Context: an optimization exercise on an open-source flow, tuned for small area, a short achievable clock period and few clock cycles. The choices shown serve that exercise and are no tape-out recipe. In this exercise RTL edits were held to simulation tests only and were not proved equivalent to the original. Power and IR drop assume default switching activity.

Design cpu, start of the top module:
module cpu(clk, reset, s, load, in, out, N, V, Z, w);
    input clk, reset, s, load;
    input [15:0] in;
    output [15:0] out;
    output N, V, Z, w;
    reg w, rep;
    reg [15:0] ir;
    wire w_nx, rep_nx, start;
    FSM_controller ctl(.reset(reset), .s(s), .load(load), .rep(rep),
                       .w_nx(w_nx), .rep_nx(rep_nx), .start(start));
    always @(posedge clk) begin
        w <= w_nx;
        rep <= rep_nx;
        if (load) ir <= in;
    end
    wire [15:0] ins;
    wire [2:0] rn, rm;
    wire [1:0] sh;
    insmux #(16) mi(.rep(rep), .in(in), .ir(ir), .q(ins));
    insmux #(3) mn(.rep(rep), .in(in[10:8]), .ir(ir[10:8]), .q(rn));
    insmux #(3) mm(.rep(rep), .in(in[2:0]), .ir(ir[2:0]), .q(rm));
    insmux #(2) ms(.rep(rep), .in(in[4:3]), .ir(ir[4:3]), .q(sh));
    wire wr1, wc1, cmp1, ci1, arith, andop, movi, inv;
    wire [2:0] rd1;
    instruction_decoder dec(.ins(ins), .start(start), .wr(wr1), .wc(wc1), .cmp(cmp1),
                            .ci(ci1), .arith(arith), .andop(andop), .movi(movi), .inv(inv),
                            .rd(rd1));
  ...
Size: about 200 flip-flops, about 40 I/O pins, about 11000 µm² of cells after synthesis.
clock: 5.5 ns
lec_check: 0
cap_margin: 20
core_margin: 2
core_utilization: 41
cts_cluster_diameter: 120
cts_cluster_size: 25
setup_slack_margin: 2.0
slew_margin: 20
synth_hierarchical: 1
synth_minimum_keep_size: 0
standard.sh (not shown) runs the stock make flow with config.mk's settings and CLKGATE_MAP_FILE= SYNTH_SCRIPT=/design/flow/synth_recipe.tcl, a recipe that flattens the netlist after the stock synthesis.
==> flow/flow/run.sh <==
#!/bin/bash
# Standard synthesis, then the standard layout with port buffers of a
# stronger cell and sizing not held to each cell's footprint.
set -euo pipefail
bash standard.sh synth > synth.log 2>&1
bash standard.sh MATCH_CELL_FOOTPRINT=0 'BUFFER_PORTS_ARGS=-buffer_cell sky130_fd_sc_hd__buf_4' finish > layout.log 2>&1
The starting point produced a clean layout.
Testbench counts at the start, summed over its fixed seeds: cycles 6,000.
Then changed:
--- a/flow/flow/run.sh
+++ b/flow/flow/run.sh
@@ -6 +6 @@
-bash standard.sh MATCH_CELL_FOOTPRINT=0 'BUFFER_PORTS_ARGS=-buffer_cell sky130_fd_sc_hd__buf_4' finish > layout.log 2>&1
+bash standard.sh MATCH_CELL_FOOTPRINT=0 RECOVER_POWER=100 'BUFFER_PORTS_ARGS=-buffer_cell sky130_fd_sc_hd__buf_4' finish > layout.log 2>&1
--- a/flow/config.mk
+++ b/flow/config.mk
@@ -10 +10 @@
-export CORE_UTILIZATION = 41
+export CORE_UTILIZATION = 40
Result: With this change the flow finished but fails on max-capacitance violations, max-slew violations; clock power went up by about 2%; setup slack is worse by 840 ps; final area decreases by 3.3%; core utilization falls by 2.6 points; global-route usage drops by 0.20 points.
Then changed:
==> flow/flow/run.sh (replaced) <==
#!/bin/bash
# Standard synthesis; every combinational cell set to its family's smallest
# size (flow/downsize.tcl); then the standard layout with port buffers of a
# stronger cell and sizing not held to each cell's footprint, whose timing
# repair sizes up what the timing needs.
set -euo pipefail
bash standard.sh synth > synth.log 2>&1
openroad -no_init -exit flow/downsize.tcl > downsize.log 2>&1
touch orfs/results/sky130hd/cpu/base/1_synth.sdc
bash standard.sh MATCH_CELL_FOOTPRINT=0 'BUFFER_PORTS_ARGS=-buffer_cell sky130_fd_sc_hd__buf_4' finish > layout.log 2>&1
==> flow/flow/downsize.tcl (new file) <==
# Sets every combinational cell of the synthesized netlist to the smallest
# cell of its family (same function and pins); flip-flops and clock cells
# are left as they are. The layout's timing repair then sizes up what the
# timing needs.
set odb orfs/results/sky130hd/cpu/base/1_synth.odb
read_db $odb
set db [ord::get_db]
set block [ord::get_db_block]
set n 0
set saved 0
foreach inst [$block getInsts] {
  set m [$inst getMaster]
  set name [$m getName]
  if {![regexp {^(sky130_fd_sc_hd__[a-z0-9]+)_([0-9]+)$} $name -> fam sz]} { continue }
  if {[regexp {__(df|dl|sdf|edf|clk|probe|lpflow|conb|tap|fill|decap)} $fam]} { continue }
  set best $m
  set ba [expr {[$m getWidth] * [$m getHeight]}]
  foreach s {0 1 2 3 4 6 8 12 16} {
    set c [$db findMaster ${fam}_$s]
    if {$c eq "NULL" || $c eq ""} { continue }
    set a [expr {[$c getWidth] * [$c getHeight]}]
    if {$a < $ba} { set best $c; set ba $a }
  }
  if {$best ne $m} {
    set saved [expr {$saved + [$m getWidth] * [$m getHeight] - $ba}]
    $inst swapMaster $best
    incr n
  }
}
puts "downsized $n cells, [expr {$saved / 1e6}] um2"
write_db $odb
--- a/flow/config.mk
+++ b/flow/config.mk
@@ -10 +10 @@
-export CORE_UTILIZATION = 40
+export CORE_UTILIZATION = 50
@@ -13 +13 @@
-export SETUP_SLACK_MARGIN = 2.0
+export SETUP_SLACK_MARGIN = 2.2
=>
- With this change the flow completed with no timing, DRC or antenna violations
- clock-buffer cell count does not change
- routed wire length goes up by about 2.6%
- final area goes up by 0.31%
- worst hold slack gets better by 17 ps
- first-iteration DRC count goes up by 41%
- clock power went up by about 0.6%
- via count increases by about 2.2%
Then changed:
==> flow/flow/run.sh (replaced) <==
#!/bin/bash
# Standard synthesis, then the standard layout with port buffers of a
# stronger cell and sizing not held to each cell's footprint.
set -euo pipefail
bash standard.sh synth > synth.log 2>&1
bash standard.sh MATCH_CELL_FOOTPRINT=0 RECOVER_POWER=50 'BUFFER_PORTS_ARGS=-buffer_cell sky130_fd_sc_hd__buf_4' finish > layout.log 2>&1
--- a/flow/config.mk
+++ b/flow/config.mk
@@ -10 +10 @@
-export CORE_UTILIZATION = 50
+export CORE_UTILIZATION = 40
@@ -13 +13 @@
-export SETUP_SLACK_MARGIN = 2.2
+export SETUP_SLACK_MARGIN = 2.0
removed: flow/flow/downsize.tcl
The new run ran to the end with violations: max-capacitance violations, max-slew violations.
Total power hardly moves.
Critical path depth went down by 2.
Setup slack got worse by 950 ps.
Design area went up by 1.1%.
Non-clock buffer count decreases by 13.
Routed wire length fell by 2.2%.
Die area goes up by 36%.
Utilization went down by 15 points.
Then changed:
==> flow/flow/run.sh (replaced) <==
#!/bin/bash
# Standard synthesis; every combinational cell set to its family's smallest
# size (flow/downsize.tcl); then the standard layout with port buffers of a
# stronger cell and sizing not held to each cell's footprint, whose timing
# repair sizes up what the timing needs.
set -euo pipefail
bash standard.sh synth > synth.log 2>&1
openroad -no_init -exit flow/downsize.tcl > downsize.log 2>&1
touch orfs/results/sky130hd/cpu/base/1_synth.sdc
bash standard.sh MATCH_CELL_FOOTPRINT=0 SKIP_LAST_GASP=1 'BUFFER_PORTS_ARGS=-buffer_cell sky130_fd_sc_hd__buf_4' finish > layout.log 2>&1
==> flow/flow/downsize.tcl (new file) <==
# Sets every combinational cell of the synthesized netlist to the smallest
# cell of its family (same function and pins); flip-flops and clock cells
# are left as they are. The layout's timing repair then sizes up what the
# timing needs.
set odb orfs/results/sky130hd/cpu/base/1_synth.odb
read_db $odb
set db [ord::get_db]
set block [ord::get_db_block]
set n 0
set saved 0
foreach inst [$block getInsts] {
  set m [$inst getMaster]
  set name [$m getName]
  if {![regexp {^(sky130_fd_sc_hd__[a-z0-9]+)_([0-9]+)$} $name -> fam sz]} { continue }
  if {[regexp {__(df|dl|sdf|edf|clk|probe|lpflow|conb|tap|fill|decap)} $fam]} { continue }
  set best $m
  set ba [expr {[$m getWidth] * [$m getHeight]}]
  foreach s {0 1 2 3 4 6 8 12 16} {
    set c [$db findMaster ${fam}_$s]
    if {$c eq "NULL" || $c eq ""} { continue }
    set a [expr {[$c getWidth] * [$c getHeight]}]
    if {$a < $ba} { set best $c; set ba $a }
  }
  if {$best ne $m} {
    set saved [expr {$saved + [$m getWidth] * [$m getHeight] - $ba}]
    $inst swapMaster $best
    incr n
  }
}
puts "downsized $n cells, [expr {$saved / 1e6}] um2"
write_db $odb
--- a/flow/config.mk
+++ b/flow/config.mk
@@ -13 +13 @@
-export SETUP_SLACK_MARGIN = 2.0
+export SETUP_SLACK_MARGIN = 2.2
After rerunning:
- This time the run completed with no timing, DRC or antenna violations
- synthesized cell count does not change
- routed wire length decreases by 0.31%
- count of clock-buffer cells in the layout is unchanged
- total power barely changes
- first-iteration DRC count is higher by 55%
- final area went down by about 0.8%
- fmax goes up by about 30%
- critical path depth is higher by 1
- hold slack is better by 10 ps
- non-clock buffer count rose by 13
Then changed:
==> flow/flow/run.sh (replaced) <==
#!/bin/bash
# Standard synthesis, then the standard layout with port buffers of a
# stronger cell and sizing not held to each cell's footprint.
set -euo pipefail
bash standard.sh synth > synth.log 2>&1
bash standard.sh MATCH_CELL_FOOTPRINT=0 'BUFFER_PORTS_ARGS=-buffer_cell sky130_fd_sc_hd__buf_4' finish > layout.log 2>&1
--- a/flow/config.mk
+++ b/flow/config.mk
@@ -13 +13 @@
-export SETUP_SLACK_MARGIN = 2.2
+export SETUP_SLACK_MARGIN = 2.4
removed: flow/flow/downsize.tcl
- sequential power stays flat
- die area went up by 9.1%
- count of clock-buffer cells in the layout is unchanged
- synthesized cell count does not change
- final area went up by 8.9%
- core utilization drops by 0.52 points
- via count stays flat
- register-to-register slack is better by 90 ps
- hold slack gets worse by 19 ps
- total power increases by 1.7%

## port drivers added, routing unchanged
No port has a modelled driver above. Below, the same layouts with a new extraction and two added sets of constraints.
Step 1 sets driving cells, clkbuf_16 on the clock port and buf_2 on the other inputs (assumed; they add their load-dependent delay and slew).
Step 2 moves the port delays by t, midway between the first and last clock arrival at a register: inputs arrive t later, outputs are due t later. That takes back most of the time a late clock gives input paths.
Three values: no drivers, after step 1, after step 2; two values: the first two.
run	t (ns)	setup slack, ns	latest minus earliest clock arrival (ns)
the first run	0.526	2.152 / 2.107 / 1.888	0.027 / 0.027
the second run	0.516	1.308 / 1.261 / 1.456	0.030 / 0.029
the third run	0.516	2.237 / 2.192 / 1.906	0.032 / 0.033
the fourth run	0.516	1.285 / 1.237 / 1.538	0.032 / 0.031
the fifth run	0.524	2.271 / 2.223 / 2.069	0.029 / 0.029
the sixth run	0.516	2.290 / 2.243 / 1.998	0.031 / 0.031
The setup slack of the third run, which loses most, moves by -0.045 ns with the drivers and by -0.331 ns with both steps.
